Context: an optimization exercise on an open-source flow, tuned for small area. The choices shown serve that exercise and are no tape-out recipe.
The RTL was checked by simulation tests, not by an equivalence proof against the original design.
No driver is modelled on the clock port, so clock power and skew are understated where the tree is cut down; a real chip needs a root buffer or a tree.
Power is estimated from default activity; no workload was simulated.

== run Y ==
==> flow/design.v (excerpt) <==
module steering(
                    PCLK,
                    PENABLE,
                    PSEL,
                    PRESETN,
                    PWRITE,
                    PREADY,
                    PSLVERR,
                    PADDR,
                    PWDATA,
                    PRDATA,
                    SERVOMOTOR1,
                    SERVOMOTOR2,
                    SERVOMOTORPWM,
                    SAMPLEINT);
==> module steering, before the edit <==
module steering(
                    PCLK,
                    PENABLE,
                    PSEL,
                    PRESETN,
                    PWRITE,
                    PREADY,
                    PSLVERR,
                    PADDR,
                    PWDATA,
                    PRDATA,
                    SERVOMOTOR1,
                    SERVOMOTOR2,
                    SERVOMOTORPWM,
                    SAMPLEINT);
input PCLK, PENABLE, PSEL, PRESETN, PWRITE;
input wire [31:0] PWDATA;
input [7:0] PADDR;
output [31:0] PRDATA;
output PREADY, PSLVERR;
output reg SERVOMOTOR1, SERVOMOTOR2;
output SERVOMOTORPWM;
output SAMPLEINT;
assign PREADY = 1'b1;
assign PSLVERR = 1'b0;
assign PRDATA = 32'd0;
wire we = PENABLE & PWRITE & PSEL;
reg active;
reg [9:0] des_pos, act_pos;
always @(posedge PCLK)
begin
    if (!PRESETN)
    begin
        active <= 1'b0;
        des_pos <= 10'd512;
        act_pos <= 10'd0;
    end
    else if (we)
    begin
        if (PWDATA[20])
            act_pos <= PWDATA[9:0];
        else if (active)
            des_pos <= PWDATA[9:0];
        if (PWDATA[23])
            active <= 1'b0;
        else if (PWDATA[22])
            active <= 1'b1;
    end
end
localparam [16:0] S_0      = 17'hce3b;
localparam [16:0] S_50001  = 17'h05ab;
localparam [16:0] S_99990  = 17'hec59;
localparam [16:0] S_100000 = 17'h1671d;
reg [16:0] dc;
reg tick;
reg sint;
reg comp;
wire wrap = (dc == S_100000);
always @(posedge PCLK)
begin
    if (!PRESETN)
    begin
        dc <= S_0;
        tick <= 1'b1;
        sint <= 1'b0;
    end
    else
    begin
        dc <= {dc[15:0], dc[16] ^ dc[13] ^ wrap};
        tick <= wrap;
        if (tick)
            sint <= 1'b1;
        else if (dc == S_50001)
            sint <= 1'b0;
    end
end
assign SAMPLEINT = sint;
always @(posedge PCLK)
    comp <= (dc == S_99990) | (comp & ~tick);
reg [11:0] r;
reg [5:0] c;
reg Y, pwm;
reg [65:0] R;
wire [10:0] dcy;
wire [9:0] nact = ~act_pos;
assign dcy[0] = 1'b1;
assign dcy[10:1] = (des_pos & nact) | (dcy[9:0] & (des_pos ^ nact));
wire [10:0] d = {~dcy[10], des_pos ^ nact ^ dcy[9:0]};
wire e0 = R[55] & comp;
wire e1 = R[44] & comp;
wire e2 = R[33] & comp;
wire e3 = R[22] & comp;
wire e4 = R[11] & comp;
wire o12 = e1 | e2, a12 = e1 & e2, o34 = e3 | e4, a34 = e3 & e4;
wire [3:0] th = {a12 & a34, (a12 & o34) | (a34 & o12), a12 | a34 | (o12 & o34), o12 | o34};
reg [7:0] u;
always @(*)
begin
    case ({tick, e0, th})
        6'b000000: u = 8'h00;
        6'b000001: u = 8'hf5;
        6'b000011: u = 8'hea;
        6'b000111: u = 8'hdf;
        6'b001111: u = 8'hd4;
        6'b010000: u = 8'h2e;
        6'b010001: u = 8'h23;
        6'b010011: u = 8'h18;
        6'b010111: u = 8'h0d;
        6'b011111: u = 8'h02;
        6'b100000: u = 8'h00;
        6'b100001: u = 8'h0b;
        6'b100011: u = 8'h16;
        6'b100111: u = 8'h21;
        6'b101111: u = 8'h2c;
        6'b110000: u = 8'hd2;
        6'b110001: u = 8'hdd;
        6'b110011: u = 8'he8;
        6'b110111: u = 8'hf3;
        6'b111111: u = 8'hfe;
        default: u = 8'h00;
    endcase
end
reg [6:0] A;
wire [7:0] Ax = {A[6], A};
wire [8:0] scy;
assign scy[0] = 1'b0;
assign scy[8:1] = (Ax & u) | (scy[7:0] & (Ax ^ u));
wire [7:0] S = Ax ^ u ^ scy[7:0];
always @(posedge PCLK)
    A <= {S[7] & comp, S[6:1]};    
reg clr;
always @(posedge PCLK)
    clr <= ~PRESETN | (clr & ~(r[10] & r[9] & r[5] & r[4]));    
always @(posedge PCLK)
begin
    R <= {R[0], R[65:1]};
    if (comp)
        R[10] <= S[0];
    if (clr)
        R[10] <= 1'b0;
    if (tick)
        R[10:0] <= d;
end
wire neg = S[7];
wire [11:0] hi = {S[7:0], R[10:7]};
wire hz = ~(|hi);                      
wire ho = &hi;                         
wire [5:0] x = R[6:1];
wire acte = active & PRESETN;
reg [5:0] m;
reg mc;
always @(posedge PCLK)
begin
    if (tick | ~PRESETN)
    begin
        m <= {6{~acte}} | ({6{hz}} & ~x) | ({6{ho}} & x);
        mc <= ~acte | hz;
        SERVOMOTOR1 <= acte & neg;
        SERVOMOTOR2 <= acte & ~neg;
    end
end
localparam [11:0] R_0    = 12'h807;
localparam [11:0] R_79   = 12'h5cd;
localparam [11:0] R_3919 = 12'h403;
wire rend = (r == R_3919);
wire pend = c[5] & c[4] & c[1] & c[0] & (r == R_79);    
wire cz = c[5] & c[4] & c[3];                           
wire [6:0] ccy;
assign ccy[0] = 1'b1;
assign ccy[6:1] = c & ccy[5:0];
wire [5:0] cinc = c ^ ccy[5:0];
wire [6:0] cley;
assign cley[0] = mc;
assign cley[6:1] = (m & c) | (cley[5:0] & (m ^ c));
always @(posedge PCLK)
begin
    if (!PRESETN)
    begin
        r <= R_0;
        c <= 6'd0;
        Y <= 1'b1;
        pwm <= 1'b0;
    end
    else
    begin
        if (pend)
        begin
            r <= R_3919;
            c <= 6'd63;
        end
        else
        begin
            r <= {r[10:0], r[11] ^ r[4] ^ r[1] ^ r[0] ^ rend};
            if (rend)
                c <= cinc;
        end
        Y <= cz | ~cley[6];
        pwm <= Y;
    end
end
assign SERVOMOTORPWM = pwm;
endmodule
==> flow/config.mk <==
export PLATFORM = sky130hd
export DESIGN_NAME = steering
export DESIGN_NICKNAME = steering
export VERILOG_FILES = /design/flow/design.v
export SDC_FILE = /design/flow/constraint.sdc
export NUM_CORES = 4
export LEC_CHECK = 0
export ABC_AREA = 1
export CAP_MARGIN = 20
export CORE_MARGIN = 2
export CORE_UTILIZATION = 70
export GPL_TIMING_DRIVEN = 0
export SLEW_MARGIN = 20
==> flow/constraint.sdc <==
create_clock -name core_clock -period 10.0 [get_ports {PCLK}]
set_input_delay 2.0000 -clock core_clock [delete_from_list [all_inputs] [get_ports {PCLK}]]
set_output_delay 2.0000 -clock core_clock [all_outputs]
set_load 0.01 [all_outputs]
standard.sh (not shown) runs the stock make flow with config.mk's settings and CLKGATE_MAP_FILE= SYNTH_SCRIPT=/design/flow/synth_recipe.tcl, a recipe that flattens the netlist after the stock synthesis.
==> flow/flow/run.sh <==
#!/bin/bash
# Standard ORFS layout (the standard.sh) with these changes:
#  - after the floorplan, flow/rmp_stage.tcl re-maps the combinational logic for area
#    with OpenROAD's restructure (registers untouched) and merges the tie cells;
#  - buf_1 as the port buffer, and one tie cell per constant value instead of one per port;
set -euo pipefail
here=$(pwd)
knobs=("BUFFER_PORTS_ARGS=-buffer_cell sky130_fd_sc_hd__buf_1" "SKIP_REPAIR_TIE_FANOUT=1")
res=$here/orfs/results/$FLOW_PLATFORM/steering/base
logs=$here/orfs/logs/$FLOW_PLATFORM/steering/base
bash standard.sh "${knobs[@]}" floorplan > flow_make_floorplan.log 2>&1
python3 $here/flow/filter_lib.py $FLOW_HOME/platforms/sky130hd/lib/sky130_fd_sc_hd__tt_025C_1v80.lib \
  $here/rmp_lib.lib > filter_lib.log 2>&1
RES_DIR=$res RMP_LIB=$here/rmp_lib.lib RMP_WORK=$here/rmp_work \
  openroad -no_init -exit $here/flow/rmp_stage.tcl > rmp_stage.log 2>&1
bash standard.sh "${knobs[@]}" place > flow_make_place.log 2>&1
RES_DIR=$res MYCTS_DIR=$here/flow MYCTS_NLEAF=7 MYCTS_LEAF=sky130_fd_sc_hd__buf_8 \
  MYCTS_ROOT=sky130_fd_sc_hd__clkbuf_8 \
  openroad -no_init -exit $here/flow/cts_stage.tcl > cts_stage.log 2>&1
cp cts_stage.log $logs/4_1_cts.log
cp $res/4_1_cts.odb $res/4_cts.odb
touch $res/4_cts.sdc
bash standard.sh "${knobs[@]}" finish > flow_make_finish.log 2>&1
Other scripts of this flow, unchanged in this note and not shown: flow/flow/cts_stage.tcl, flow/flow/filter_lib.py, flow/flow/mycts.tcl, flow/flow/rmp_stage.tcl
Here is what was changed in the inputs of run M compared with run Y.
-- flow/design.v --
<<< run Y, line 149
wire acte = active & PRESETN;
reg [5:0] m;
reg mc;
always @(posedge PCLK)
begin
>>> run M, line 149
wire acte = active & PRESETN;
reg [5:0] m;
always @(posedge PCLK)
begin
<<< run Y, line 155
    begin
        m <= {6{~acte}} | ({6{hz}} & ~x) | ({6{ho}} & x);
        mc <= ~acte | hz;
        SERVOMOTOR1 <= acte & neg;
        SERVOMOTOR2 <= acte & ~neg;
    end
end
localparam [11:0] R_0    = 12'h807;
localparam [11:0] R_79   = 12'h5cd;
>>> run M, line 154
    begin
        m <= {6{~acte}} | ({6{hz}} & ~x) | ({6{ho}} & x);
        SERVOMOTOR1 <= acte & neg;
        SERVOMOTOR2 <= acte & ~neg;
    end
end
wire mc = ~SERVOMOTOR1;
localparam [11:0] R_0    = 12'h807;
localparam [11:0] R_79   = 12'h5cd;
Results
Taking run Y as the reference, in run M sequential cell count went down 0.69%, post-route worst setup slack went down 0.58 ns, share of final-layout standard cells stronger than drive strength 1 went down by 0.34 points, die area went down about 1.2%, synthesized cell count fell by 13.
Route | run M vs run Y | wire shorter in run M
Against run Y, area of the mapped netlist in run M came out better.
Run M against run Y; die extent in x is down slightly.
Share of power burned in combinational logic, run M and run Y: higher on run Y
A slowest stage cell on the critical path of sky130_fd_sc_hd__a2111oi_0 is what run M shows, while sky130_fd_sc_hd__dfxtp_1 belongs to run Y.
In every run of this note, the design's own scripts or RTL, not TritonCTS, make the clock network.

## static timing again, ports no longer ideal
In the flow no input, the clock included, has a driving cell. The finished layouts below were timed again as built, in two steps. Step 1: set_driving_cell puts a clkbuf_16 on PCLK and a buf_2 on each other input, an assumption about the parent block. Step 2 also shifts input and output timing later by t, the mid clock arrival at the registers, as if the neighbouring blocks saw the same clock. Three values: ideal ports, drivers, drivers and shift; two values: the first two.
run | t (ns) | setup slack, ns | worst setup path at the end | pins driven straight from the clock port
run Y | 0.397 | 5.130 / 5.130 / 5.130 | register to register | 1
run M | 0.400 | 4.545 / 4.545 / 4.545 | register to register | 1
After both steps every run listed still meets setup and hold.
